What follows belongs to an exercise in optimizing a design on an open flow for small area; a production flow would make more cautious choices.
Only simulation tests tie the RTL to the original design; equivalence was not proved.
Power figures rest on the tool's default switching activity, not on a simulated workload.

File: flow/flow/run.sh
#!/bin/bash
# Layout flow: the standard flow (standard.sh, unchanged synthesis), with
# the ports buffered by the smallest buffer and no dummy loads on the clock tree.
set -euo pipefail
bash standard.sh \
  BUFFER_PORTS_ARGS="-buffer_cell sky130_fd_sc_hd__buf_1" \
  CTS_ARGS="-sink_clustering_enable -repair_clock_nets -buf_list {sky130_fd_sc_hd__clkbuf_4 sky130_fd_sc_hd__clkbuf_8} -dont_use_dummy_load" \
  finish > flow.log 2>&1
File: flow/standard.sh
#!/bin/bash
# synth_recipe.tcl (not shown) runs the flow's synth.tcl, then flattens the netlist and writes it again
# the make line also repeats each setting of config.mk as NAME=value (left out here)
make -C /OpenROAD-flow-scripts/flow DESIGN_CONFIG=/design/flow/config.mk WORK_HOME=/design/flow/orfs CLKGATE_MAP_FILE= SYNTH_SCRIPT=/design/flow/synth_recipe.tcl "${@:-finish}"
File: flow/config.mk
export PLATFORM = sky130hd
export DESIGN_NAME = fir
export DESIGN_NICKNAME = fir
export VERILOG_FILES = /design/flow/design.v
export SDC_FILE = /design/flow/constraint.sdc
export NUM_CORES = 4
export LEC_CHECK = 0
export CAP_MARGIN = 20
export CORE_MARGIN = 2
export CORE_UTILIZATION = 60
export CTS_BUF_LIST = sky130_fd_sc_hd__clkbuf_4 sky130_fd_sc_hd__clkbuf_8
export GPL_ROUTABILITY_DRIVEN = 0
export GPL_TIMING_DRIVEN = 0
export PLACE_DENSITY = 0.7
export SLEW_MARGIN = 20
export SYNTH_HIERARCHICAL = 1
export SYNTH_MINIMUM_KEEP_SIZE = 0
File: flow/constraint.sdc
create_clock -name core_clock -period 6.5 [get_ports {clk}]
set_input_delay 1.3000 -clock core_clock [delete_from_list [all_inputs] [get_ports {clk}]]
set_output_delay 1.3000 -clock core_clock [all_outputs]
set_load 0.01 [all_outputs]
File: flow/design.v
module dff(clk, reset, d, q);
input clk;
input reset;
input  [15:0] d;
output [15:0] q; 
reg    [15:0] q_r;
always @(posedge clk)
begin
    if(reset)
        q_r <= 0;
    else
        q_r <= d;
end
assign q = q_r; 
endmodule
module fir(clk, din, reset, dout);
input clk;
input signed [7:0] din;
input reset;
output signed [15:0] dout;
reg [7:0] x1;
reg [7:0] x2;
reg [7:0] x3;
reg [7:0] x4;
reg [7:0] x5;
reg [7:0] x6;
reg [7:0] x7;
reg [7:0] x8;
reg [7:0] x9;
reg [7:0] x10;
reg [7:0] x11;
reg [7:0] x12;
wire rst_n = ~reset;
wire [7:0] d1;
an r1 (.a(rst_n), .b(din[0]), .y(d1[0]));
an r2 (.a(rst_n), .b(din[1]), .y(d1[1]));
an r3 (.a(rst_n), .b(din[2]), .y(d1[2]));
an r4 (.a(rst_n), .b(din[3]), .y(d1[3]));
an r5 (.a(rst_n), .b(din[4]), .y(d1[4]));
an r6 (.a(rst_n), .b(din[5]), .y(d1[5]));
an r7 (.a(rst_n), .b(din[6]), .y(d1[6]));
an r8 (.a(rst_n), .b(din[7]), .y(d1[7]));
wire [7:0] d2;
nd r9 (.a(rst_n), .b(x1[0]), .y(d2[0]));
nd r10 (.a(rst_n), .b(x1[1]), .y(d2[1]));
nd r11 (.a(rst_n), .b(x1[2]), .y(d2[2]));
nd r12 (.a(rst_n), .b(x1[3]), .y(d2[3]));
nd r13 (.a(rst_n), .b(x1[4]), .y(d2[4]));
nd r14 (.a(rst_n), .b(x1[5]), .y(d2[5]));
nd r15 (.a(rst_n), .b(x1[6]), .y(d2[6]));
an r16 (.a(rst_n), .b(x1[7]), .y(d2[7]));
wire [7:0] d3;
nr r17 (.a(reset), .b(x2[0]), .y(d3[0]));
nr r18 (.a(reset), .b(x2[1]), .y(d3[1]));
nr r19 (.a(reset), .b(x2[2]), .y(d3[2]));
nr r20 (.a(reset), .b(x2[3]), .y(d3[3]));
nr r21 (.a(reset), .b(x2[4]), .y(d3[4]));
nr r22 (.a(reset), .b(x2[5]), .y(d3[5]));
nr r23 (.a(reset), .b(x2[6]), .y(d3[6]));
nd r24 (.a(rst_n), .b(x2[7]), .y(d3[7]));
wire [7:0] d4;
nd r25 (.a(rst_n), .b(x3[0]), .y(d4[0]));
nd r26 (.a(rst_n), .b(x3[1]), .y(d4[1]));
nd r27 (.a(rst_n), .b(x3[2]), .y(d4[2]));
nd r28 (.a(rst_n), .b(x3[3]), .y(d4[3]));
nd r29 (.a(rst_n), .b(x3[4]), .y(d4[4]));
nd r30 (.a(rst_n), .b(x3[5]), .y(d4[5]));
nd r31 (.a(rst_n), .b(x3[6]), .y(d4[6]));
nr r32 (.a(reset), .b(x3[7]), .y(d4[7]));
wire [7:0] d5;
nr r33 (.a(reset), .b(x4[0]), .y(d5[0]));
nr r34 (.a(reset), .b(x4[1]), .y(d5[1]));
nr r35 (.a(reset), .b(x4[2]), .y(d5[2]));
nr r36 (.a(reset), .b(x4[3]), .y(d5[3]));
nr r37 (.a(reset), .b(x4[4]), .y(d5[4]));
nr r38 (.a(reset), .b(x4[5]), .y(d5[5]));
nr r39 (.a(reset), .b(x4[6]), .y(d5[6]));
nd r40 (.a(rst_n), .b(x4[7]), .y(d5[7]));
wire [7:0] d6;
nd r41 (.a(rst_n), .b(x5[0]), .y(d6[0]));
nd r42 (.a(rst_n), .b(x5[1]), .y(d6[1]));
nd r43 (.a(rst_n), .b(x5[2]), .y(d6[2]));
nd r44 (.a(rst_n), .b(x5[3]), .y(d6[3]));
nd r45 (.a(rst_n), .b(x5[4]), .y(d6[4]));
nd r46 (.a(rst_n), .b(x5[5]), .y(d6[5]));
nd r47 (.a(rst_n), .b(x5[6]), .y(d6[6]));
nr r48 (.a(reset), .b(x5[7]), .y(d6[7]));
wire [7:0] d7;
nr r49 (.a(reset), .b(x6[0]), .y(d7[0]));
nr r50 (.a(reset), .b(x6[1]), .y(d7[1]));
nr r51 (.a(reset), .b(x6[2]), .y(d7[2]));
nr r52 (.a(reset), .b(x6[3]), .y(d7[3]));
nr r53 (.a(reset), .b(x6[4]), .y(d7[4]));
nr r54 (.a(reset), .b(x6[5]), .y(d7[5]));
nr r55 (.a(reset), .b(x6[6]), .y(d7[6]));
nd r56 (.a(rst_n), .b(x6[7]), .y(d7[7]));
wire [7:0] d8;
nd r57 (.a(rst_n), .b(x7[0]), .y(d8[0]));
nd r58 (.a(rst_n), .b(x7[1]), .y(d8[1]));
nd r59 (.a(rst_n), .b(x7[2]), .y(d8[2]));
nd r60 (.a(rst_n), .b(x7[3]), .y(d8[3]));
nd r61 (.a(rst_n), .b(x7[4]), .y(d8[4]));
nd r62 (.a(rst_n), .b(x7[5]), .y(d8[5]));
nd r63 (.a(rst_n), .b(x7[6]), .y(d8[6]));
nr r64 (.a(reset), .b(x7[7]), .y(d8[7]));
wire [7:0] d9;
nr r65 (.a(reset), .b(x8[0]), .y(d9[0]));
nr r66 (.a(reset), .b(x8[1]), .y(d9[1]));
nr r67 (.a(reset), .b(x8[2]), .y(d9[2]));
nr r68 (.a(reset), .b(x8[3]), .y(d9[3]));
nr r69 (.a(reset), .b(x8[4]), .y(d9[4]));
nr r70 (.a(reset), .b(x8[5]), .y(d9[5]));
nr r71 (.a(reset), .b(x8[6]), .y(d9[6]));
nd r72 (.a(rst_n), .b(x8[7]), .y(d9[7]));
wire [7:0] d10;
nd r73 (.a(rst_n), .b(x9[0]), .y(d10[0]));
nd r74 (.a(rst_n), .b(x9[1]), .y(d10[1]));
nd r75 (.a(rst_n), .b(x9[2]), .y(d10[2]));
nd r76 (.a(rst_n), .b(x9[3]), .y(d10[3]));
nd r77 (.a(rst_n), .b(x9[4]), .y(d10[4]));
nd r78 (.a(rst_n), .b(x9[5]), .y(d10[5]));
nd r79 (.a(rst_n), .b(x9[6]), .y(d10[6]));
nr r80 (.a(reset), .b(x9[7]), .y(d10[7]));
wire [7:0] d11;
nr r81 (.a(reset), .b(x10[0]), .y(d11[0]));
nr r82 (.a(reset), .b(x10[1]), .y(d11[1]));
nr r83 (.a(reset), .b(x10[2]), .y(d11[2]));
nr r84 (.a(reset), .b(x10[3]), .y(d11[3]));
nr r85 (.a(reset), .b(x10[4]), .y(d11[4]));
nr r86 (.a(reset), .b(x10[5]), .y(d11[5]));
nr r87 (.a(reset), .b(x10[6]), .y(d11[6]));
nd r88 (.a(rst_n), .b(x10[7]), .y(d11[7]));
wire [7:0] d12;
nd r89 (.a(rst_n), .b(x11[0]), .y(d12[0]));
nd r90 (.a(rst_n), .b(x11[1]), .y(d12[1]));
an r91 (.a(rst_n), .b(x11[2]), .y(d12[2]));
nd r92 (.a(rst_n), .b(x11[3]), .y(d12[3]));
nd r93 (.a(rst_n), .b(x11[4]), .y(d12[4]));
nd r94 (.a(rst_n), .b(x11[5]), .y(d12[5]));
nd r95 (.a(rst_n), .b(x11[6]), .y(d12[6]));
nr r96 (.a(reset), .b(x11[7]), .y(d12[7]));
always @(posedge clk) begin
  x1 <= d1;
  x2 <= d2;
  x3 <= d3;
  x4 <= d4;
  x5 <= d5;
  x6 <= d6;
  x7 <= d7;
  x8 <= d8;
  x9 <= d9;
  x10 <= d10;
  x11 <= d11;
  x12 <= d12;
end
wire s1;
wire c2;
wire s3;
wire c4;
wire s5;
wire c6;
wire s7;
wire c8;
wire s9;
wire c10;
wire s11;
wire c12;
wire s13;
wire c14;
wire s15;
wire c16;
wire s17;
wire c18;
wire n19;
wire s20;
wire c21;
wire s22;
wire c23;
wire s24;
wire c25;
wire s26;
wire c27;
wire s28;
wire c29;
wire s30;
wire c31;
wire s32;
wire c33;
wire s34;
wire c35;
wire s36;
wire c37;
wire s38;
wire c39;
wire s40;
wire c41;
wire s42;
wire c43;
wire s44;
wire c45;
wire s46;
wire c47;
wire s48;
wire c49;
wire s50;
wire c51;
wire n52;
wire s53;
wire c54;
wire s55;
wire c56;
wire n57;
wire s58;
wire c59;
wire n60;
wire s61;
wire c62;
wire s63;
wire c64;
wire n65;
wire s66;
wire c67;
wire s68;
wire c69;
wire s70;
wire c71;
wire s72;
wire c73;
wire s74;
wire c75;
wire s76;
wire c77;
wire n78;
wire s79;
wire c80;
wire s81;
wire c82;
wire s83;
wire c84;
wire s85;
wire c86;
wire s87;
wire c88;
wire s89;
wire c90;
wire n91;
wire s92;
wire c93;
wire n94;
wire s95;
wire c96;
wire s97;
wire c98;
wire s99;
wire c100;
wire s101;
wire c102;
wire n103;
wire s104;
wire c105;
wire s106;
wire c107;
wire s108;
wire c109;
wire s110;
wire c111;
wire n112;
wire s113;
wire c114;
wire s115;
wire c116;
wire s117;
wire c118;
wire s119;
wire c120;
wire s121;
wire c122;
wire n123;
wire s124;
wire c125;
wire s126;
wire c127;
wire s128;
wire c129;
wire n130;
wire s131;
wire c132;
wire s133;
wire c134;
wire s135;
wire c136;
wire s137;
wire c138;
wire s139;
wire c140;
wire s141;
wire c142;
wire s143;
wire c144;
wire s145;
wire c146;
wire s147;
wire c148;
wire s149;
wire c150;
wire n151;
wire s152;
wire c153;
wire s154;
wire c155;
wire s156;
wire c157;
wire s158;
wire c159;
wire s160;
wire c161;
wire s162;
wire c163;
wire s164;
wire c165;
wire s166;
wire c167;
wire n168;
wire s169;
wire c170;
wire s171;
wire c172;
wire s173;
wire c174;
wire s175;
wire c176;
wire s177;
wire c178;
wire s179;
wire c180;
wire s181;
wire c182;
wire s183;
wire c184;
wire s185;
wire c186;
wire s187;
wire c188;
wire s189;
wire c190;
wire s191;
wire c192;
wire n193;
wire s194;
wire c195;
wire s196;
wire c197;
wire s198;
wire c199;
wire s200;
wire c201;
wire s202;
wire c203;
wire n204;
wire s205;
wire c206;
wire s207;
wire c208;
wire s209;
wire c210;
wire n211;
wire s212;
wire c213;
wire s214;
wire c215;
wire s216;
wire c217;
wire s218;
wire c219;
wire s220;
wire c221;
wire s222;
wire c223;
wire s224;
wire c225;
wire n226;
wire s227;
wire c228;
wire s229;
wire c230;
wire s231;
wire c232;
wire s233;
wire c234;
wire s235;
wire c236;
wire s237;
wire c238;
wire n239;
wire s240;
wire c241;
wire s242;
wire c243;
wire n244;
wire s245;
wire c246;
wire s247;
wire c248;
wire s249;
wire c250;
wire s251;
wire c252;
wire s253;
wire c254;
wire s255;
wire c256;
wire n257;
wire s258;
wire c259;
wire s260;
wire c261;
wire s262;
wire c263;
wire s264;
wire c265;
wire s266;
wire c267;
wire s268;
wire c269;
wire s270;
wire c271;
wire s272;
wire c273;
wire s274;
wire c275;
wire n276;
wire s277;
wire c278;
wire s279;
wire c280;
wire s281;
wire c282;
wire s283;
wire c284;
wire s285;
wire c286;
wire s287;
wire c288;
wire n289;
wire s290;
wire c291;
wire n292;
wire s293;
wire c294;
wire n295;
wire s296;
wire c297;
wire s298;
wire c299;
wire s300;
wire c301;
wire n302;
wire s303;
wire c304;
wire n305;
wire s306;
wire c307;
wire n308;
wire s309;
wire c310;
wire n311;
wire s312;
wire c313;
wire s314;
wire c315;
wire n316;
wire s317;
wire c318;
wire s319;
wire c320;
wire s321;
wire c322;
wire s323;
wire c324;
wire s325;
wire c326;
wire s327;
wire c328;
wire n329;
wire s330;
wire c331;
wire n332;
wire s333;
wire c334;
wire g335;
wire g336;
wire p337;
wire g338;
wire p339;
wire g340;
wire p341;
wire g342;
wire g343;
wire g344;
wire p345;
wire g346;
wire p347;
wire g348;
wire g349;
wire g350;
wire g351;
wire g352;
wire g353;
wire s354;
wire s355;
wire s356;
wire s357;
wire s358;
wire s359;
wire s360;
wire s361;
ha u2 (.a(x3[0]), .b(x9[0]), .s(s1), .co(c2));
fa u4 (.a(x3[1]), .b(x9[1]), .ci(c2), .s(s3), .co(c4));
fa u6 (.a(x3[2]), .b(x9[2]), .ci(c4), .s(s5), .co(c6));
fa u8 (.a(x3[3]), .b(x9[3]), .ci(c6), .s(s7), .co(c8));
fa u10 (.a(x3[4]), .b(x9[4]), .ci(c8), .s(s9), .co(c10));
fa u12 (.a(x3[5]), .b(x9[5]), .ci(c10), .s(s11), .co(c12));
fa u14 (.a(x3[6]), .b(x9[6]), .ci(c12), .s(s13), .co(c14));
fa u16 (.a(x3[7]), .b(x9[7]), .ci(c14), .s(s15), .co(c16));
xr u18 (.a(x4[0]), .b(x8[0]), .y(s17));
nr v18 (.a(x4[0]), .b(x8[0]), .y(c18));
assign n19 = ~c18;
fa u21 (.a(x4[1]), .b(x8[1]), .ci(n19), .s(s20), .co(c21));
fa u23 (.a(x4[2]), .b(x8[2]), .ci(c21), .s(s22), .co(c23));
fa u25 (.a(x4[3]), .b(x8[3]), .ci(c23), .s(s24), .co(c25));
fa u27 (.a(x4[4]), .b(x8[4]), .ci(c25), .s(s26), .co(c27));
fa u29 (.a(x4[5]), .b(x8[5]), .ci(c27), .s(s28), .co(c29));
fa u31 (.a(x4[6]), .b(x8[6]), .ci(c29), .s(s30), .co(c31));
fa u33 (.a(x4[7]), .b(x8[7]), .ci(c31), .s(s32), .co(c33));
ha u35 (.a(x5[0]), .b(x7[0]), .s(s34), .co(c35));
fa u37 (.a(x5[1]), .b(x7[1]), .ci(c35), .s(s36), .co(c37));
fa u39 (.a(x5[2]), .b(x7[2]), .ci(c37), .s(s38), .co(c39));
fa u41 (.a(x5[3]), .b(x7[3]), .ci(c39), .s(s40), .co(c41));
fa u43 (.a(x5[4]), .b(x7[4]), .ci(c41), .s(s42), .co(c43));
fa u45 (.a(x5[5]), .b(x7[5]), .ci(c43), .s(s44), .co(c45));
fa u47 (.a(x5[6]), .b(x7[6]), .ci(c45), .s(s46), .co(c47));
fa u49 (.a(x5[7]), .b(x7[7]), .ci(c47), .s(s48), .co(c49));
fa u51 (.a(x12[0]), .b(x6[0]), .ci(s17), .s(s50), .co(c51));
assign n52 = ~s50;
fa u54 (.a(s1), .b(n52), .ci(din[0]), .s(s53), .co(c54));
xr u56 (.a(x12[1]), .b(x1[0]), .y(s55));
nr v56 (.a(x12[1]), .b(x1[0]), .y(c56));
assign n57 = ~x6[1];
fa u59 (.a(x2[0]), .b(x10[0]), .ci(n57), .s(s58), .co(c59));
assign n60 = ~x11[0];
fa u62 (.a(n60), .b(s55), .ci(s34), .s(s61), .co(c62));
fa u64 (.a(s3), .b(s20), .ci(s61), .s(s63), .co(c64));
assign n65 = ~c51;
fa u67 (.a(s58), .b(n65), .ci(din[1]), .s(s66), .co(c67));
fa u69 (.a(c54), .b(s63), .ci(s66), .s(s68), .co(c69));
fa u71 (.a(x12[2]), .b(x2[1]), .ci(x10[1]), .s(s70), .co(c71));
fa u73 (.a(x1[1]), .b(x11[1]), .ci(x6[2]), .s(s72), .co(c73));
fa u75 (.a(x6[0]), .b(c56), .ci(s17), .s(s74), .co(c75));
fa u77 (.a(c59), .b(s70), .ci(s36), .s(s76), .co(c77));
assign n78 = ~s72;
fa u80 (.a(n78), .b(c62), .ci(din[2]), .s(s79), .co(c80));
fa u82 (.a(s74), .b(s5), .ci(s76), .s(s81), .co(c82));
fa u84 (.a(s22), .b(c67), .ci(s79), .s(s83), .co(c84));
fa u86 (.a(c64), .b(s81), .ci(c69), .s(s85), .co(c86));
xr u88 (.a(s83), .b(s85), .y(s87));
nr v88 (.a(s83), .b(s85), .y(c88));
fa u90 (.a(x12[3]), .b(x1[2]), .ci(x11[2]), .s(s89), .co(c90));
assign n91 = ~x6[3];
fa u93 (.a(x2[2]), .b(x10[2]), .ci(n91), .s(s92), .co(c93));
assign n94 = ~c73;
fa u96 (.a(x6[1]), .b(s1), .ci(n94), .s(s95), .co(c96));
fa u98 (.a(c71), .b(s92), .ci(c75), .s(s97), .co(c98));
fa u100 (.a(s34), .b(s89), .ci(s20), .s(s99), .co(c100));
fa u102 (.a(s95), .b(c77), .ci(s38), .s(s101), .co(c102));
assign n103 = ~s99;
fa u105 (.a(din[3]), .b(c80), .ci(n103), .s(s104), .co(c105));
fa u107 (.a(s97), .b(s24), .ci(c82), .s(s106), .co(c107));
fa u109 (.a(s7), .b(s101), .ci(c84), .s(s108), .co(c109));
fa u111 (.a(s104), .b(s106), .ci(s108), .s(s110), .co(c111));
assign n112 = ~c88;
fa u114 (.a(c86), .b(n112), .ci(s110), .s(s113), .co(c114));
fa u116 (.a(x12[4]), .b(x1[3]), .ci(x11[3]), .s(s115), .co(c116));
fa u118 (.a(x2[3]), .b(x10[3]), .ci(x6[2]), .s(s117), .co(c118));
fa u120 (.a(x6[4]), .b(c90), .ci(s115), .s(s119), .co(c120));
fa u122 (.a(c93), .b(s117), .ci(din[4]), .s(s121), .co(c122));
assign n123 = ~s36;
fa u125 (.a(s3), .b(n123), .ci(c98), .s(s124), .co(c125));
fa u127 (.a(s119), .b(c100), .ci(s22), .s(s126), .co(c127));
fa u129 (.a(s121), .b(s40), .ci(s124), .s(s128), .co(c129));
assign n130 = ~s126;
fa u132 (.a(c96), .b(c102), .ci(n130), .s(s131), .co(c132));
fa u134 (.a(c105), .b(s26), .ci(c107), .s(s133), .co(c134));
fa u136 (.a(s9), .b(s128), .ci(c109), .s(s135), .co(c136));
fa u138 (.a(s131), .b(s133), .ci(c111), .s(s137), .co(c138));
fa u140 (.a(s135), .b(c114), .ci(s137), .s(s139), .co(c140));
fa u142 (.a(x12[5]), .b(x1[4]), .ci(x11[4]), .s(s141), .co(c142));
fa u144 (.a(x2[4]), .b(x10[4]), .ci(x6[3]), .s(s143), .co(c144));
fa u146 (.a(s34), .b(c116), .ci(s141), .s(s145), .co(c146));
fa u148 (.a(c118), .b(s143), .ci(din[5]), .s(s147), .co(c148));
fa u150 (.a(x6[5]), .b(c120), .ci(s145), .s(s149), .co(c150));
assign n151 = ~s38;
fa u153 (.a(s5), .b(n151), .ci(c122), .s(s152), .co(c153));
fa u155 (.a(s24), .b(s149), .ci(c127), .s(s154), .co(c155));
fa u157 (.a(s147), .b(s152), .ci(s42), .s(s156), .co(c157));
fa u159 (.a(c125), .b(c129), .ci(c132), .s(s158), .co(c159));
fa u161 (.a(s11), .b(s28), .ci(c134), .s(s160), .co(c161));
fa u163 (.a(s156), .b(c136), .ci(s158), .s(s162), .co(c163));
fa u165 (.a(s160), .b(c138), .ci(s162), .s(s164), .co(c165));
fa u167 (.a(c140), .b(s164), .ci(s139), .s(s166), .co(c167));
assign n168 = ~s166;
ha u170 (.a(s154), .b(n168), .s(s169), .co(c170));
fa u172 (.a(x12[6]), .b(x1[5]), .ci(x11[5]), .s(s171), .co(c172));
fa u174 (.a(x2[5]), .b(x6[0]), .ci(x6[4]), .s(s173), .co(c174));
fa u176 (.a(x6[6]), .b(c142), .ci(s171), .s(s175), .co(c176));
fa u178 (.a(x10[5]), .b(c144), .ci(din[6]), .s(s177), .co(c178));
fa u180 (.a(s36), .b(c146), .ci(s175), .s(s179), .co(c180));
fa u182 (.a(s173), .b(c148), .ci(s177), .s(s181), .co(c182));
fa u184 (.a(c150), .b(s40), .ci(s179), .s(s183), .co(c184));
fa u186 (.a(s7), .b(c153), .ci(s181), .s(s185), .co(c186));
fa u188 (.a(s26), .b(c155), .ci(s183), .s(s187), .co(c188));
fa u190 (.a(s44), .b(c157), .ci(c159), .s(s189), .co(c190));
fa u192 (.a(s13), .b(s30), .ci(c161), .s(s191), .co(c192));
assign n193 = ~s187;
fa u195 (.a(s185), .b(n193), .ci(c163), .s(s194), .co(c195));
fa u197 (.a(s191), .b(c165), .ci(s194), .s(s196), .co(c197));
fa u199 (.a(s189), .b(s196), .ci(c167), .s(s198), .co(c199));
xr u201 (.a(x12[7]), .b(x1[6]), .y(s200));
nr v201 (.a(x12[7]), .b(x1[6]), .y(c201));
fa u203 (.a(x2[6]), .b(x10[6]), .ci(x6[5]), .s(s202), .co(c203));
assign n204 = ~s200;
fa u206 (.a(x11[6]), .b(x6[7]), .ci(n204), .s(s205), .co(c206));
fa u208 (.a(x6[1]), .b(c174), .ci(s202), .s(s207), .co(c208));
fa u210 (.a(c172), .b(din[7]), .ci(c176), .s(s209), .co(c210));
assign n211 = ~s205;
fa u213 (.a(n211), .b(s207), .ci(c178), .s(s212), .co(c213));
fa u215 (.a(s38), .b(c180), .ci(s209), .s(s214), .co(c215));
fa u217 (.a(c182), .b(s212), .ci(s9), .s(s216), .co(c217));
fa u219 (.a(s42), .b(c184), .ci(s214), .s(s218), .co(c219));
fa u221 (.a(s28), .b(c188), .ci(s218), .s(s220), .co(c221));
fa u223 (.a(c186), .b(s46), .ci(c190), .s(s222), .co(c223));
fa u225 (.a(s15), .b(s32), .ci(c192), .s(s224), .co(c225));
assign n226 = ~s220;
fa u228 (.a(s216), .b(n226), .ci(c195), .s(s227), .co(c228));
fa u230 (.a(s222), .b(s227), .ci(c197), .s(s229), .co(c230));
fa u232 (.a(s224), .b(s229), .ci(c199), .s(s231), .co(c232));
fa u234 (.a(x1[7]), .b(x2[7]), .ci(x10[7]), .s(s233), .co(c234));
fa u236 (.a(x6[2]), .b(x6[6]), .ci(c201), .s(s235), .co(c236));
fa u238 (.a(c203), .b(s233), .ci(s235), .s(s237), .co(c238));
assign n239 = ~c208;
fa u241 (.a(x11[7]), .b(c206), .ci(n239), .s(s240), .co(c241));
fa u243 (.a(c210), .b(s40), .ci(s240), .s(s242), .co(c243));
assign n244 = ~c215;
fa u246 (.a(s237), .b(c213), .ci(n244), .s(s245), .co(c246));
fa u248 (.a(s242), .b(s44), .ci(c219), .s(s247), .co(c248));
fa u250 (.a(s11), .b(c217), .ci(s245), .s(s249), .co(c250));
fa u252 (.a(s30), .b(s247), .ci(c221), .s(s251), .co(c252));
fa u254 (.a(s249), .b(c33), .ci(s48), .s(s253), .co(c254));
fa u256 (.a(c16), .b(c223), .ci(c225), .s(s255), .co(c256));
assign n257 = ~s251;
fa u259 (.a(n257), .b(s253), .ci(c228), .s(s258), .co(c259));
fa u261 (.a(s255), .b(s258), .ci(c230), .s(s260), .co(c261));
fa u263 (.a(x6[3]), .b(x6[7]), .ci(c236), .s(s262), .co(c263));
fa u265 (.a(c234), .b(s262), .ci(c238), .s(s264), .co(c265));
fa u267 (.a(c241), .b(s42), .ci(c243), .s(s266), .co(c267));
fa u269 (.a(s264), .b(c246), .ci(s13), .s(s268), .co(c269));
fa u271 (.a(s266), .b(s46), .ci(c248), .s(s270), .co(c271));
fa u273 (.a(c250), .b(c49), .ci(s268), .s(s272), .co(c273));
fa u275 (.a(s32), .b(s270), .ci(c252), .s(s274), .co(c275));
assign n276 = ~s274;
fa u278 (.a(s272), .b(n276), .ci(c256), .s(s277), .co(c278));
fa u280 (.a(c254), .b(c259), .ci(s277), .s(s279), .co(c280));
fa u282 (.a(x6[4]), .b(c263), .ci(c265), .s(s281), .co(c282));
fa u284 (.a(s44), .b(c267), .ci(c33), .s(s283), .co(c284));
fa u286 (.a(s281), .b(s15), .ci(c269), .s(s285), .co(c286));
fa u288 (.a(s48), .b(c271), .ci(s283), .s(s287), .co(c288));
assign n289 = ~c275;
fa u291 (.a(c273), .b(s285), .ci(n289), .s(s290), .co(c291));
assign n292 = ~s287;
fa u294 (.a(n292), .b(s290), .ci(c278), .s(s293), .co(c294));
assign n295 = ~s46;
fa u297 (.a(x6[5]), .b(c282), .ci(n295), .s(s296), .co(c297));
fa u299 (.a(c16), .b(s296), .ci(c286), .s(s298), .co(c299));
fa u301 (.a(c49), .b(c284), .ci(c288), .s(s300), .co(c301));
assign n302 = ~s300;
fa u304 (.a(s298), .b(c291), .ci(n302), .s(s303), .co(c304));
assign n305 = ~s48;
fa u307 (.a(x6[6]), .b(n305), .ci(c297), .s(s306), .co(c307));
assign n308 = ~c301;
fa u310 (.a(s306), .b(c299), .ci(n308), .s(s309), .co(c310));
assign n311 = ~x6[7];
xr u313 (.a(n311), .b(c49), .y(s312));
nr v313 (.a(n311), .b(c49), .y(c313));
xr u315 (.a(s312), .b(c307), .y(s314));
nr v315 (.a(s312), .b(c307), .y(c315));
assign n316 = ~s198;
ha u318 (.a(c170), .b(n316), .s(s317), .co(c318));
xr u320 (.a(c232), .b(s260), .y(s319));
nr v320 (.a(c232), .b(s260), .y(c320));
xr u322 (.a(c261), .b(s279), .y(s321));
nr v322 (.a(c261), .b(s279), .y(c322));
xr u324 (.a(c280), .b(s293), .y(s323));
nr v324 (.a(c280), .b(s293), .y(c324));
xr u326 (.a(c294), .b(s303), .y(s325));
nr v326 (.a(c294), .b(s303), .y(c326));
xr u328 (.a(c304), .b(s309), .y(s327));
nr v328 (.a(c304), .b(s309), .y(c328));
assign n329 = ~c310;
ha u331 (.a(s314), .b(n329), .s(s330), .co(c331));
assign n332 = ~c313;
ha u334 (.a(n332), .b(c315), .s(s333), .co(c334));
assign g335 = 1'b0 | (~s231 & c318);
assign g336 = c322 | (s321 & c320);
assign p337 = s321 & s319;
assign g338 = c326 | (s325 & c324);
assign p339 = s325 & s323;
assign g340 = c331 | (s330 & c328);
assign p341 = s330 & s327;
assign g342 = c320 | (s319 & g335);
assign g343 = g336 | (p337 & g335);
assign g344 = c328 | (s327 & g338);
assign p345 = s327 & p339;
assign g346 = g340 | (p341 & g338);
assign p347 = p341 & p339;
assign g348 = c324 | (s323 & g343);
assign g349 = g338 | (p339 & g343);
assign g350 = g344 | (p345 & g343);
assign g351 = g346 | (p347 & g343);
assign g352 = c334 | (s333 & g351);
assign g353 = c334 | (s333 & g351);
xr w354 (.a(s231), .b(c318), .y(s354));
xn w355 (.a(s319), .b(g335), .y(s355));
xn w356 (.a(s321), .b(g342), .y(s356));
xn w357 (.a(s323), .b(g343), .y(s357));
xn w358 (.a(s325), .b(g348), .y(s358));
xn w359 (.a(s327), .b(g349), .y(s359));
xn w360 (.a(s330), .b(g350), .y(s360));
xn w361 (.a(s333), .b(g351), .y(s361));
reg [15:0] y;
wire [15:0] dy;
nr r97 (.a(reset), .b(s53), .y(dy[0]));
nr r98 (.a(reset), .b(s68), .y(dy[1]));
an r99 (.a(rst_n), .b(s87), .y(dy[2]));
nr r100 (.a(reset), .b(s113), .y(dy[3]));
an r101 (.a(rst_n), .b(s139), .y(dy[4]));
an r102 (.a(rst_n), .b(s169), .y(dy[5]));
an r103 (.a(rst_n), .b(s317), .y(dy[6]));
nr r104 (.a(reset), .b(s354), .y(dy[7]));
nr r105 (.a(reset), .b(s355), .y(dy[8]));
nr r106 (.a(reset), .b(s356), .y(dy[9]));
nr r107 (.a(reset), .b(s357), .y(dy[10]));
nr r108 (.a(reset), .b(s358), .y(dy[11]));
nr r109 (.a(reset), .b(s359), .y(dy[12]));
nr r110 (.a(reset), .b(s360), .y(dy[13]));
nr r111 (.a(reset), .b(s361), .y(dy[14]));
nr r112 (.a(reset), .b(g352), .y(dy[15]));
always @(posedge clk) begin
  y <= dy;
end
assign dout = y;
endmodule
module fa(a, b, ci, s, co);
input a, b, ci;
output s, co;
assign s = a ^ b ^ ci;
assign co = (a & b) | (a & ci) | (b & ci);
endmodule
module xr(a, b, y);
input a, b;
output y;
assign y = a ^ b;
endmodule
module xn(a, b, y);
input a, b;
output y;
assign y = ~(a ^ b);
endmodule
module nr(a, b, y);
input a, b;
output y;
assign y = ~(a | b);
endmodule
module nd(a, b, y);
input a, b;
output y;
assign y = ~(a & b);
endmodule
module an(a, b, y);
input a, b;
output y;
assign y = a & b;
endmodule
module og(a, b, y);
input a, b;
output y;
assign y = a | b;
endmodule
module ha(a, b, s, co);
input a, b;
output s, co;
assign s = a ^ b;
assign co = a & b;
endmodule
==> implementation parameters, run 1 <==
Parameter                              Value

Floorplanning
  Starting density of the core ... 0.612
  Placeable core area ... ~0.0097 mm²
  Number of standard-cell rows in the floorplan ... 36
  Die Ht ... 103 µm
  Num ports ... 26
  Die area ... roughly 0.011 mm²
  Die Span X ... between 100 and 150 µm

Synthesis
  Synth cell types ... 25
  Mapped cell area ... about 0.006 mm²
  Warnings, synthesis ... 7
  Flip-flop and latch count after synthesis ... 112
  Seq/Total Area, Yosys ... 0.378
  Synthesized netlist net count ... approximately 600
  Synthesized instance count ... 448
  Mean instance size in the synthesized netlist ... between 10 and 15 µm²

STA
  Fmax ... 158 MHz
  Setup repair after global routing missed its margin ... no
  Worst Tran Pin Value ... 485 ps
  Number of pins exceeding their max-slew limit in the final report ... 0
  Final setup TNS ... 0 ps
  Clk_skew ... 17.9 ps
  Portion of the clock cycle consumed by the worst path in the final layout ... 0.972
  Post-layout worst setup margin ... 184 ps
  Final hold violation count ... 0
  Setup-failing EPs final ... 0
  Rel. slew slack ... 0.677
  Hold Worst Slack ... approximately 380 ps
  Tmin final ... 6320 ps

GRT
  GRT Total Usage ... 0.232
  Number of global-route vias before repair ... 3474
  Global-route wire length before repair ... 17500 µm
  Maximum number of pins on one net before global-route repair ... 38
  Antenna violations before repair ... 0
  Gr ovfl total ... 0

Routing
  Average vias per placed instance ... between 5 and 6
  Antenna Violating Nets Remaining ... 0
  Vias after detailed routing ... between 3000 and 4000
  Final WL ... 10300 µm
  Residual DRC count ... 0
  Violation count after the first detailed-route iteration ... 116
  Average wire length per cell after detail routing ... roughly 17 µm
  DRT Pass-1 Iters ... 4

Clock network
  Clock slew seen by the registers of the worst setup and hold paths ... about 90 ps
  Inserted Clock Buffers ... 9
  Clock latency on the worst-skew pair ... 380 ps
  Cell at the root of the clock tree ... sky130_fd_sc_hd__clkbuf_8
  Total clock sinks ... 112
  H-tree levels ... 3
  CTS tree ... yes
  CTS Buffer Depth ... 2

Placed design
  HPWL Detailed ... 8770 µm
  Worst setup slack before clock tree synthesis ... -219 ps
  Number of port buffers ... 25
  Post-place instance area ... 0.00623 mm²
  Count of placed standard cells including taps ... 608

Worst setup path
  R2r setup slk ... roughly 180 ps
  Kind of launch point of the worst setup path ... flop
  Ordered list of cells on the worst path ... ha_2 -> fa_2 -> fa_1 -> fa_2 -> fa_2 -> fa_2 -> fa_1 -> fa_2 -> fa_1 -> fa_2 -> fa_1 -> fa_1 -> xor2_2 -> a21oi_2 -> a21oi_2 -> or3_1 -> xnor2_1 -> nor2_1
  Library cell contributing the largest single delay on the critical path ... sky130_fd_sc_hd__fa_2
  Critical Path Sink Type ... flop
  Type of the worst setup path ... reg2reg
  R2R Path Start ... x5[0]
  Required time of the critical path ... 6760 ps
  Worst R2R Path Depth ... 18
  Worst path arrival time ... 6580 ps
  Critical path peak fanout ... 4
  Stage delay of the slowest cell on the critical path ... 560 ps
  End of the worst register-to-register path ... y[14]
  Cell with the most instances on the worst path ... sky130_fd_sc_hd__fa_2

Layout
  Final Cell Area ... 0.00649 mm²
  Antenna cells ... 0
  Area overhead of the layout relative to synthesis ... 9.59%
  NumNets Final ... roughly 640
  Fraction of layout instances using a drive strength above 1 ... 0.117
  Final non-filler cell total ... 622

Hold path
  Worst Hold Launch ... x11[5]
  Endpoint of the worst hold path ... x12[5]
  Min-Delay Path Depth ... 1
  Hold Path Class ... reg2reg

Job
  Max Cap Viol ... 0

Status
  Outcome ... finished clean

Pwr
  Total power per unit cell area ... about 380 mW/mm²
  Leakage power total ... about 0.0025 µW
  Maximum resistive drop on vdd ... 0.231 mV
## cell usage after synthesis, drive strengths merged
cell type    n  area, µm²
a211oi       1       12.5
a21o         2       16.3
a21oi        2       10.0
a22oi        1       7.51
a31o         1       8.76
and2        14       87.6
dfxtp      112       2240
fa         134       2680
ha           6       75.1
inv         34        128
nand2       47        176
nand2b       1       6.26
nand3b       1       7.51
nand4        1       6.26
nand4b       1       8.76
nor2        64        240
nor2b        1       6.26
nor3         1       5.00
o21ai        2       10.0
o32a         1       10.0
or2          1       6.26
or3          1       6.26
xnor2        7       61.3
xor2        12        105
## per-module statistics from Yosys, one instance, submodules excluded
| module | area, µm² | cells inside | times used | flip-flops and latches |
|---|---|---|---|---|
| an | 6.26 | 1 | 14 | 0 |
| fa | 20.0 | 1 | 134 | 0 |
| fir | 2500 | 166 | 1 | 112 |
| ha | 12.5 | 1 | 6 | 0 |
| nd | 3.75 | 1 | 46 | 0 |
| nr | 3.75 | 1 | 63 | 0 |
| xn | 8.76 | 1 | 7 | 0 |
| xr | 8.76 | 1 | 12 | 0 |
## worst max-delay path: cells and delay by family (launching register included)
family	cells	cell delay, ps
AO/OA/AOI/OAI	2	320
XOR/XNOR	2	400
flip-flops	1	330
adder cells (fa/ha/maj)	12	4730
AND/OR/NAND/NOR	2	420
## metal layers
metal,track usage,vias to the layer above,part of all wire
met5,0,-,0
li1,-,1433,-
met2,0.400,35,0.55
met4,0.0850,0,0.024
met3,0.0504,17,0.023
met1,0.290,1627,0.41
## through the flow
stage / util / power (µW)
final: 0.671 / 2490
after global routing: 0.671 / 2750
after CTS: 0.662 / 2450
after detailed placement: 0.643 / 2080
after global placement: 0.639 / 2060
after floorplan: - / 1830
## state kept, by name, indices dropped and copies added (netlist names)
register / count
x10: 8
x6: 8
x11: 8
x9: 8
x1: 8
x3: 8
y: 16
x8: 8
x12: 8
x5: 8
x7: 8
x2: 8
x4: 8
## power breakdown
part / internal [µW] / switching (µW) / leakage [µW]
Sequential: 746 / 15.2 / 0.000912
Combinational: 696 / 705 / 0.00152
Clock: 125 / 203 / 0.0000647
## worst max path at each step
stage | from | endpoint | slack, ps | depth (start not counted)
floorplan | x5[0] | y[13] | 270 | 18
global placement | x5[0] | y[13] | -190 | 18
detailed placement | x5[0] | y[13] | -220 | 18
CTS | x5[0] | y[14] | 10 | 18
global route | x5[0] | y[14] | 10 | 18
finish | x5[0] | y[14] | 180 | 18
## logic make-up after synthesis
kind of cell | Yosys count | synth area share
xor+xnor | 19 | 0.0281
simple gates | 133 | 0.0940
flops | 112 | 0.378
fa+ha+maj | 140 | 0.465
buf+inv | 34 | 0.0215
compound gates | 10 | 0.0127
## layout make-up
class	instances	area, µm²
Clock buffer	9	124
Fill cell	741	3190
Inverter	34	128
Multi-Input combinational cell	302	3660
Sequential cell	112	2240
Tap cell	133	166
Timing Repair Buffer	32	173
## what timing repair did
item,4_1_cts,5_1_grt
pin swaps,2,5
endpoints found under the setup margin,5,5
hold buffers,0,0
resized for setup,18,17
setup buffers,1,4
## layout by cell type, fill, tap and decap left out, types with 2 or more instances in the layout
cell | netlist | layout
sky130_fd_sc_hd__a21oi_2 | 0 | 2
sky130_fd_sc_hd__and2_1 | 14 | 14
sky130_fd_sc_hd__buf_1 | 0 | 24
sky130_fd_sc_hd__buf_12 | 0 | 2
sky130_fd_sc_hd__buf_4 | 0 | 5
sky130_fd_sc_hd__clkbuf_8 | 0 | 9
sky130_fd_sc_hd__dfxtp_1 | 112 | 110
sky130_fd_sc_hd__dfxtp_2 | 0 | 2
sky130_fd_sc_hd__fa_1 | 134 | 108
sky130_fd_sc_hd__fa_2 | 0 | 26
sky130_fd_sc_hd__ha_1 | 6 | 5
sky130_fd_sc_hd__inv_1 | 34 | 33
sky130_fd_sc_hd__nand2_1 | 47 | 47
sky130_fd_sc_hd__nor2_1 | 64 | 64
sky130_fd_sc_hd__o21ai_0 | 2 | 2
sky130_fd_sc_hd__xnor2_1 | 7 | 7
sky130_fd_sc_hd__xor2_1 | 12 | 9
sky130_fd_sc_hd__xor2_2 | 0 | 3
==> inputs of run 2 (changes only) <==
--- a/flow/config.mk
+++ b/flow/config.mk
@@ -7,11 +7,11 @@
 export LEC_CHECK = 0
 export CAP_MARGIN = 20
 export CORE_MARGIN = 2
-export CORE_UTILIZATION = 60
+export CORE_UTILIZATION = 70
 export CTS_BUF_LIST = sky130_fd_sc_hd__clkbuf_4 sky130_fd_sc_hd__clkbuf_8
 export GPL_ROUTABILITY_DRIVEN = 0
 export GPL_TIMING_DRIVEN = 0
-export PLACE_DENSITY = 0.7
+export PLACE_DENSITY = 0.8
 export SLEW_MARGIN = 20
 export SYNTH_HIERARCHICAL = 1
 export SYNTH_MINIMUM_KEEP_SIZE = 0
==> run 2 against run 1 <==
Final cell count shrank 4.8%. Area after synthesis stayed put. Synthesized cell count unchanged. Power is 5.2% higher. Critical path depth is the same. Sequential power about the same. Die area shrank 14%. Routed wire length grew 10%. Sequential share of layout area rose by 0.15 points. Flip-flop and latch count unchanged. Register-to-register slack worse by 20 ps. Via count increased by 5.5%. Critical endpoint unchanged. Highest routed layer unchanged.
==> implementation parameters, run 2 <==
Parameter                              Value

Status
  Outcome ... finished clean

Worst setup path
  Family with the most delay on the worst path ... adder cells
  Critical path peak fanout ... 4 (unchanged)
  Critical Path Sink Type ... flop
  Total number of cells along the worst setup path ... 18 (unchanged)
  Combined buffer and inverter count along the critical path ... 0 (unchanged)
  Library cell contributing the largest single delay on the critical path ... sky130_fd_sc_hd__fa_2
  Worst path arrival time ... 6580 ps (about the same)
  Type of the worst setup path ... reg2reg
  Stage delay of the slowest cell on the critical path ... 560 ps (about the same)
  Required time of the critical path ... 6740 ps (-20 ps)
  Ordered list of cells on the worst path ... ha_2 -> fa_2 -> fa_1 -> fa_2 -> fa_1 -> fa_2 -> fa_1 -> fa_2 -> fa_2 -> fa_2 -> fa_1 -> fa_2 -> xor2_4 -> a21oi_2 -> a21oi_2 -> or3_1 -> xnor2_1 -> nor2_1
  Kind of launch point of the worst setup path ... flop
  Cell with the most instances on the worst path ... sky130_fd_sc_hd__fa_2
  Worst R2R Path Depth ... 18 (unchanged)

Placed design
  HPWL Detailed ... 8930 µm (+1.9%)
  Count of placed standard cells including taps ... 580 (-4.6%)
  Number of port buffers ... 25 (unchanged)

STA
  Tmin final ... 6340 ps (+24.0 ps)
  Rel. slew slack ... 0.633 (-0.0434)
  Setup-failing EPs final ... 0 (unchanged)
  Final hold violation count ... 0 (unchanged)
  Portion of the clock cycle consumed by the worst path in the final layout ... 0.975 (+0.00370)
  Fmax ... 158 MHz (-0.38%)
  Worst Tran Pin Value ... 550 ps (+65.1 ps)
  Clk_skew ... 38.3 ps (+20.4 ps)
  Number of pins exceeding their max-slew limit in the final report ... 0 (unchanged)
  Hold Worst Slack ... 374 ps (-5.69 ps)

Pwr
  Proportion of power drawn by combinational gates ... 0.581 (+0.018)
  Leakage power total ... 0.00249 µW (-0.35%)
  Clock network fraction of design power ... 0.128 (-0.004)
  Maximum resistive drop on vdd ... 0.369 mV (+60%)
  Internal Dissipation ... 1600 µW (+2.2%)
  Sw frac ... 0.389 (+0.0180)
  Share of total power in sequential cells ... 0.291 (-0.015)
  Switching power ... 1020 µW (+10%)
  Total power per unit cell area ... 405 mW/mm² (+5.7%)

Routing
  Antenna Violating Nets Remaining ... 0 (unchanged)
  Residual DRC count ... 0 (unchanged)
  Vias after detailed routing ... 3282 (+5.5%)
  Average wire length per cell after detail routing ... 19.3 µm (+16%)
  Violation count after the first detailed-route iteration ... 164 (+41%)
  Average vias per placed instance ... 5.54 (+11%)
  DRT Pass-1 Iters ... 4 (unchanged)
  Final WL ... 11400 µm (+10%)

GRT
  GRT Total Usage ... 0.282 (+0.0505)
  Global-route wire length before repair ... 18500 µm (+5.6%)
  Maximum number of pins on one net before global-route repair ... 50 (+32%)
  Antenna violations before repair ... 0 (unchanged)
  Gr ovfl total ... 0 (unchanged)
  Number of global-route vias before repair ... 3735 (+7.5%)

Clock network
  Total clock sinks ... 112 (unchanged)
  Inserted Clock Buffers ... 9 (unchanged)
  Cell at the root of the clock tree ... sky130_fd_sc_hd__clkbuf_8
  Hold buffer count at CTS ... 0 (unchanged)
  CTS tree ... yes
  CTS Buffer Depth ... 2 (unchanged)
  Clock latency on the worst-skew pair ... 380 ps (about the same)
  H-tree levels ... 3 (unchanged)
  Clock slew seen by the registers of the worst setup and hold paths ... 120 ps (+30 ps)

Layout
  Area taken by flip-flops and latches ... 0.00224 mm² (unchanged)
  Antenna cells ... 0 (unchanged)
  Flip-flop count of the largest register, all copies and words added ... 16 (unchanged)
  Number of filler instances in the final layout ... 467 (-37%)
  Final non-filler cell total ... 592 (-4.8%)
  Highest-count cells in the layout ignoring fill and taps ... 110 x sky130_fd_sc_hd__dfxtp_1, 107 x sky130_fd_sc_hd__fa_1, 64 x sky130_fd_sc_hd__nor2_1
  Area taken by multi-input logic gates ... 0.00367 mm² (+0.38%)
  Largest Register ... y
  Fraction of layout instances using a drive strength above 1 ... 0.115 (-0.00157)
  Most frequent standard cell in the layout excluding fill and tap cells ... sky130_fd_sc_hd__dfxtp_1
  NumNets Final ... 639 (-0.31%)
  Area overhead of the layout relative to synthesis ... 9.10%

Synthesis
  Post-synth top area cell ... sky130_fd_sc_hd__fa_1
  Warnings, synthesis ... 7 (unchanged)
  Leading post-synthesis cells by instance count ... 134 x sky130_fd_sc_hd__fa_1, 112 x sky130_fd_sc_hd__dfxtp_1, 64 x sky130_fd_sc_hd__nor2_1
  Mapped cell area ... 0.00593 mm² (unchanged)
  Library cell with the highest instance count after synthesis ... sky130_fd_sc_hd__fa_1
  Area share of the largest cell type after synthesis ... 0.453 (unchanged)
  Seq/Total Area, Yosys ... 0.378 (unchanged)
  Synthesized netlist net count ... 598 (unchanged)
  Flip-flop and latch count after synthesis ... 112 (unchanged)
  Post-synth ARST share ... 0 (unchanged)
  Mean instance size in the synthesized netlist ... 13.2 µm² (unchanged)
  Synthesized instance count ... 448 (unchanged)
  Ys flop type ... sky130_fd_sc_hd__dfxtp_1
  Number of synthesized flops with an enable pin ... 0 (unchanged)
  Leading cell types by total area after synthesis ... sky130_fd_sc_hd__fa_1 45%, sky130_fd_sc_hd__dfxtp_1 38%, sky130_fd_sc_hd__nor2_1 4.1%
  Synth cell types ... 25 (unchanged)

Floorplanning
  Placeable core area ... 0.00822 mm² (-15%)
  Number of standard-cell rows in the floorplan ... 33 (-8.3%)
  Die Ht ... 96.0 µm (-7.1%)
  Die area ... 0.00922 mm² (-14%)
  Starting density of the core ... 0.721 (+0.109)
  Num ports ... 26 (unchanged)
  Die Span X ... 96.0 µm (-7.1%)

Job
  Max Cap Viol ... 0 (unchanged)

Hold path
  Min-Delay Path Depth ... 1 (unchanged)
  Hold Path Class ... reg2reg
==> run 2: cell types whose count changed in the layout (fill, tap and decap cells not counted), sizes merged <==
cell | previous run | this run
buf | 32 | 30
==> run 2: power groups by stage <==
stage / logic (µW) / clock network [µW] / registers (µW)
3_5_place_dp: 1300 / 0 / 778
4_1_cts: 1390 / 343 / 762
6_report: 1520 / 335 / 762
2_1_floorplan: 1040 / 0 / 797
5_1_grt: 1710 / 365 / 769
3_3_place_gp: 1230 / 0 / 776
==> run 2: through the flow <==
step / power (µW) / utilization / cell area, µm² / setup WS [ps] / setup TNS (ps)
global placement: 2010 / 0.749 / 6150 / -147 / -389
floorplan: 1830 / - / 5930 / 268 / 0
CTS: 2500 / 0.777 / 6380 / 3.74 / 0
global route: 2850 / 0.787 / 6460 / -23.1 / -23.1
finish: 2620 / 0.787 / 6460 / 160 / 0
detailed placement: 2080 / 0.755 / 6200 / -228 / -606
==> run 2: final cells by class <==
cell class	count	share of cell area
clock buffers	9	0.0192
inverters	34	0.0197
multi-input cells	302	0.568
flip-flops and latches	112	0.347
well taps	105	0.0203
repair buffers	30	0.0255
==> run 2: layer usage <==
| metal | GRT usage | vias up | part of all wire |
|---|---|---|---|
| met3 | 0.0728 | 22 | 0.047 |
| met4 | 0.0690 | 0 | 0.023 |
| li1 | - | 1425 | - |
| met5 | 0 | - | 0 |
| met1 | 0.359 | 1739 | 0.40 |
| met2 | 0.489 | 96 | 0.53 |
==> run 2: repair_timing <==
action | CTS | global route
setup endpoints to repair | 5 | 5
setup buffers | 1 | 2
pin swaps | 7 | 8
resized for setup | 15 | 22
==> run 2: worst paths after layout <==
check / endpoint / slack, ps / start
worst max-delay path: y[14] / 160 / x5[0]
worst min-delay path: x6[6] / 370 / x5[6]
worst max register to register: y[14] / 160 / x5[0]
worst min register to register: x6[6] / 370 / x5[6]
==> run 2: cells by family after synthesis <==
family | after synthesis | synth area share
adder cells (fa/ha/maj) | 140 | 0.465
AND/OR/NAND/NOR | 133 | 0.0940
flip-flops | 112 | 0.378
buffers and inverters | 34 | 0.0215
XOR/XNOR | 19 | 0.0281
AO/OA/AOI/OAI | 10 | 0.0127
==> run 2: per-module statistics from Yosys, one instance, submodules excluded, excerpt <==
module	times used	cells inside	area (µm²)
nr	63	1	3.75
ha	6	1	12.5
xr	12	1	8.76
nd	46	1	3.75
fa	134	1	20.0
fir	1	166	2500
==> run 2: worst reg2reg max path, cell delays in order (launching register included) <==
cell	delay, ps
sky130_fd_sc_hd__dfxtp_1	330
sky130_fd_sc_hd__ha_2	190
sky130_fd_sc_hd__fa_2	560
sky130_fd_sc_hd__fa_1	460
sky130_fd_sc_hd__fa_2	360
sky130_fd_sc_hd__fa_1	380
sky130_fd_sc_hd__fa_2	350
sky130_fd_sc_hd__fa_1	400
sky130_fd_sc_hd__fa_2	370
sky130_fd_sc_hd__fa_2	350
sky130_fd_sc_hd__fa_2	350
sky130_fd_sc_hd__fa_1	540
sky130_fd_sc_hd__fa_2	500
sky130_fd_sc_hd__xor2_4	190
sky130_fd_sc_hd__a21oi_2	210
sky130_fd_sc_hd__a21oi_2	100
sky130_fd_sc_hd__or3_1	370
sky130_fd_sc_hd__xnor2_1	160
sky130_fd_sc_hd__nor2_1	60
==> inputs of run 3 (changes only) <==
==> flow/flow/run.sh (replaced) <==
#!/bin/bash
# Layout flow: the standard flow (standard.sh, unchanged synthesis), with
# the ports buffered by the smallest buffer and no dummy loads on the clock tree.
set -euo pipefail
bash standard.sh \
  BUFFER_PORTS_ARGS="-buffer_cell sky130_fd_sc_hd__buf_1" \
  CTS_ARGS="-sink_clustering_enable -sink_clustering_size 30 -sink_clustering_max_diameter 200 -sink_clustering_levels 1 -repair_clock_nets -buf_list {sky130_fd_sc_hd__clkbuf_8} -dont_use_dummy_load" \
  finish > flow.log 2>&1
--- a/flow/config.mk
+++ b/flow/config.mk
@@ -7,11 +7,11 @@
 export LEC_CHECK = 0
 export CAP_MARGIN = 20
 export CORE_MARGIN = 2
-export CORE_UTILIZATION = 70
+export CORE_UTILIZATION = 60
 export CTS_BUF_LIST = sky130_fd_sc_hd__clkbuf_4 sky130_fd_sc_hd__clkbuf_8
 export GPL_ROUTABILITY_DRIVEN = 0
 export GPL_TIMING_DRIVEN = 0
-export PLACE_DENSITY = 0.8
+export PLACE_DENSITY = 0.7
 export SLEW_MARGIN = 20
 export SYNTH_HIERARCHICAL = 1
 export SYNTH_MINIMUM_KEEP_SIZE = 0
==> run 3 against run 2 <==
Area after synthesis is the same. Final cell count is 5.1% higher. Sequential power about the same. Sequential share of layout area shrank 0.15 points. Power shrank 5.0%. Still clean. Largest power group unchanged. Count of clock-buffer cells in the layout stayed put. Critical endpoint unchanged. Global-route usage decreased by 5.0 points. Clock power is 2% lower.
==> implementation parameters, run 3 <==
Parameter                              Value

STA
  Portion of the clock cycle consumed by the worst path in the final layout ... 0.972 (-0.00370)
  Worst Tran Pin Value ... 485 ps (-65.1 ps)
  Clk_skew ... 17.9 ps (-20.4 ps)
  Final hold violation count ... 0 (unchanged)
  Setup-failing EPs final ... 0 (unchanged)
  Setup repair after global routing missed its margin ... no
  Rel. slew slack ... 0.677 (+0.0434)
  Fmax ... 158 MHz (+0.38%)
  Tmin final ... 6320 ps (-24.0 ps)
  Number of pins exceeding their max-slew limit in the final report ... 0 (unchanged)

Synthesis
  Synth Area in XOR/XNOR ... 0.0281 (unchanged)
  Warnings, synthesis ... 7 (unchanged)
  Synth Area in Simple Gates ... 0.0940 (unchanged)
  Mapped cell area ... 0.00593 mm² (unchanged)
  Post-synth top area cell ... sky130_fd_sc_hd__fa_1
  Leading post-synthesis cells by instance count ... 134 x sky130_fd_sc_hd__fa_1, 112 x sky130_fd_sc_hd__dfxtp_1, 64 x sky130_fd_sc_hd__nor2_1
  Combinational family with the most area after synthesis ... adder cells
  Post-synth ARST share ... 0 (unchanged)
  Seq/Total Area, Yosys ... 0.378 (unchanged)
  Leading cell types by total area after synthesis ... sky130_fd_sc_hd__fa_1 45%, sky130_fd_sc_hd__dfxtp_1 38%, sky130_fd_sc_hd__nor2_1 4.1%
  Ys flop type ... sky130_fd_sc_hd__dfxtp_1
  Mean instance size in the synthesized netlist ... 13.2 µm² (unchanged)
  Synthesized netlist net count ... 598 (unchanged)
  Synth cell types ... 25 (unchanged)
  Area share of the largest cell type after synthesis ... 0.453 (unchanged)
  Fraction of the mapped netlist area in adder cells ... 0.465 (unchanged)
  Library cell with the highest instance count after synthesis ... sky130_fd_sc_hd__fa_1
  Multiplexer share of the synthesized area ... 0 (unchanged)
  Synthesized-area fraction occupied by ao, oa, aoi and oai cells ... 0.0127 (unchanged)
  Flip-flop and latch count after synthesis ... 112 (unchanged)
  Number of synthesized flops with an enable pin ... 0 (unchanged)
  Synthesized instance count ... 448 (unchanged)

Layout
  Fraction of layout instances using a drive strength above 1 ... 0.117 (+0.00157)
  Number of filler instances in the final layout ... 741 (+59%)
  Area taken by flip-flops and latches ... 0.00224 mm² (unchanged)
  NumNets Final ... 641 (+0.31%)
  Area taken by multi-input logic gates ... 0.00366 mm² (-0.37%)
  Area overhead of the layout relative to synthesis ... 9.59%
  Largest Register ... y
  Highest-count cells in the layout ignoring fill and taps ... 110 x sky130_fd_sc_hd__dfxtp_1, 108 x sky130_fd_sc_hd__fa_1, 64 x sky130_fd_sc_hd__nor2_1
  Antenna cells ... 0 (unchanged)
  Final Cell Area ... 0.00649 mm² (+0.45%)
  Most frequent standard cell in the layout excluding fill and tap cells ... sky130_fd_sc_hd__dfxtp_1
  Final core utilization ... 0.671 (-0.116)
  Final non-filler cell total ... 622 (+5.1%)
  Flip-flop count of the largest register, all copies and words added ... 16 (unchanged)

Floorplanning
  Placeable core area ... 0.00968 mm² (+18%)
  Die Ht ... 103 µm (+7.7%)
  Number of standard-cell rows in the floorplan ... 36 (+9.1%)
  Die area ... 0.0107 mm² (+16%)
  Num ports ... 26 (unchanged)
  Starting density of the core ... 0.612 (-0.109)
  Die Span X ... 103 µm (+7.7%)

GRT
  Antenna violations before repair ... 0 (unchanged)
  Gr ovfl total ... 0 (unchanged)
  Number of global-route vias before repair ... 3474 (-7.0%)
  Global-route wire length before repair ... 17500 µm (-5.3%)
  GRT Total Usage ... 0.232 (-0.0505)
  Maximum number of pins on one net before global-route repair ... 38 (-24%)

Clock network
  Total clock sinks ... 112 (unchanged)
  CTS tree ... yes
  Clock latency on the worst-skew pair ... 380 ps (about the same)
  CTS Buffer Depth ... 2 (unchanged)
  Inserted Clock Buffers ... 9 (unchanged)
  Cell at the root of the clock tree ... sky130_fd_sc_hd__clkbuf_8
  Clock slew seen by the registers of the worst setup and hold paths ... 90 ps (-30 ps)
  H-tree levels ... 3 (unchanged)
  Hold buffer count at CTS ... 0 (unchanged)

Worst setup path
  Required time of the critical path ... 6760 ps (+20 ps)
  Critical Path Sink Type ... flop
  Kind of launch point of the worst setup path ... flop
  Critical path peak fanout ... 4 (unchanged)
  Type of the worst setup path ... reg2reg
  Worst path arrival time ... 6580 ps (about the same)

Hold path
  Hold Path Class ... reg2reg

Status
  Outcome ... finished clean

Pwr
  Internal Dissipation ... 1570 µW (-2.2%)
  Maximum resistive drop on vdd ... 0.231 mV (-37%)
  Total power per unit cell area ... 383 mW/mm² (-5.4%)
  Leakage power total ... 0.00250 µW (+0.35%)
  Switching power ... 924 µW (-9.4%)
  Proportion of power drawn by combinational gates ... 0.563 (-0.018)
  Clock network fraction of design power ... 0.132 (+0.004)
  Sw frac ... 0.371 (-0.0180)
  Share of total power in sequential cells ... 0.306 (+0.015)

Placed design
  Count of placed standard cells including taps ... 608 (+4.8%)
  Number of port buffers ... 25 (unchanged)
  HPWL Detailed ... 8770 µm (-1.8%)
  Post-place instance area ... 0.00623 mm² (+0.44%)

Routing
  Average vias per placed instance ... 5.00 (-9.8%)
  Residual DRC count ... 0 (unchanged)
  Average wire length per cell after detail routing ... 16.6 µm (-14%)
  Vias after detailed routing ... 3112 (-5.2%)
  Violation count after the first detailed-route iteration ... 116 (-29%)
  DRT Pass-1 Iters ... 4 (unchanged)
  Antenna Violating Nets Remaining ... 0 (unchanged)
  Final WL ... 10300 µm (-9.4%)

Job
  Max Cap Viol ... 0 (unchanged)
==> run 3: worst paths after layout <==
| check | cells past startpoint | from | slack [ps] | end |
|---|---|---|---|---|
| hold / removal | 1 | x11[5] | 380 | x12[5] |
| setup reg to reg | 18 | x5[0] | 180 | y[14] |
| setup / recovery | 18 | x5[0] | 180 | y[14] |
| hold reg to reg | 1 | x11[5] | 380 | x12[5] |
==> run 3: worst max-delay path: stages, from the launching register on <==
cell	delay, ps
sky130_fd_sc_hd__dfxtp_1	330
sky130_fd_sc_hd__ha_2	190
sky130_fd_sc_hd__fa_2	560
sky130_fd_sc_hd__fa_1	450
sky130_fd_sc_hd__fa_2	370
sky130_fd_sc_hd__fa_2	340
sky130_fd_sc_hd__fa_2	360
sky130_fd_sc_hd__fa_1	390
sky130_fd_sc_hd__fa_2	360
sky130_fd_sc_hd__fa_1	400
sky130_fd_sc_hd__fa_2	350
sky130_fd_sc_hd__fa_1	500
sky130_fd_sc_hd__fa_1	460
sky130_fd_sc_hd__xor2_2	230
sky130_fd_sc_hd__a21oi_2	220
sky130_fd_sc_hd__a21oi_2	100
sky130_fd_sc_hd__or3_1	360
sky130_fd_sc_hd__xnor2_1	170
sky130_fd_sc_hd__nor2_1	60
==> run 3: timing repair <==
action                                 in CTS  in global routing
cloned                                      0                  0
setup endpoints to repair                   5                  5
pin swaps                                   2                  5
resized for setup                          18                 17
setup buffers                               1                  4
endpoints found under the hold margin       0                  0
==> run 3: stage by stage <==
step | hold WS (ps) | setup WS, ps | TNS, ps | total power (µW)
6_report | 380 | 184 | 0 | 2490
5_1_grt | 391 | 9.82 | 0 | 2750
3_3_place_gp | 364 | -190 | -541 | 2060
3_5_place_dp | 379 | -219 | -642 | 2080
2_1_floorplan | 358 | 268 | 0 | 1830
4_1_cts | 384 | 12.3 | 0 | 2450
==> run 3: per-module statistics from Yosys, one instance, submodules excluded <==
module  times used  cell area, µm²  cells inside
fir              1            2500           166
xn               7            8.76             1
ha               6            12.5             1
an              14            6.26             1
fa             134            20.0             1
xr              12            8.76             1
nr              63            3.75             1
nd              46            3.75             1
==> run 3: power groups by stage <==
stage	combinational (µW)	clock [µW]	sequential, µW
floorplan	1040	0	797
global placement	1280	0	777
detailed placement	1300	0	778
CTS	1350	343	762
global route	1620	366	767
finish	1400	328	761
==> run 3: final cells by class <==
class	instances	share of cell area
multi-input combinational	302	0.563
tap	133	0.0256
sequential	112	0.346
clock buffer	9	0.0191
timing repair buffer	32	0.0266
inverter	34	0.0197
==> run 3: routing by layer <==
layer,GRT usage,vias to the layer above,part of all wire,wire (µm)
met5,0,-,0,0
met4,0.0850,0,0.024,244
met3,0.0504,17,0.023,242
met2,0.400,35,0.55,5640
met1,0.290,1627,0.41,4200
li1,-,1433,-,-
==> run 3: cell families (layout without fill, tap and decap cells) <==
kind of cell	Yosys count	count (layout)
buffers and inverters	34	75
and+or+nand+nor	133	133
AOI/OAI and AO/OA	10	10
adders and majority gates	140	140
xor gates and xnor gates	19	19
DFF	112	112

[what the ideal ports hide]
In the flow no input, the clock included, has a driving cell. The finished layouts below were timed again as built, in two steps.
Step 1 (the two cells are an assumption about what drives the block):
set clk [get_ports {clk}]
set_driving_cell -lib_cell sky130_fd_sc_hd__clkbuf_16 $clk
set_driving_cell -lib_cell sky130_fd_sc_hd__buf_2 [delete_from_list [all_inputs] $clk]
Step 2 also shifts input and output timing later by t, the mid clock arrival at the registers, as if the neighbouring blocks saw the same clock.
Slacks: ideal ports / drivers / drivers and shift; pairs: ideal ports / drivers.
run | t, ns | slack for setup (ns) | hold slack, ns | worst register clock-pin slew, ns
run 1 | 0.409 | 0.184 / 0.184 / -0.047 | 0.380 / 0.380 / 0.380 | 0.09 / 0.09
run 2 | 0.390 | 0.160 / 0.160 / -0.037 | 0.374 / 0.374 / 0.374 | 0.12 / 0.12
run 3 | 0.409 | 0.184 / 0.184 / -0.047 | 0.380 / 0.380 / 0.380 | 0.09 / 0.09
Met with ideal ports but missed after step 2: setup timing in every run listed.
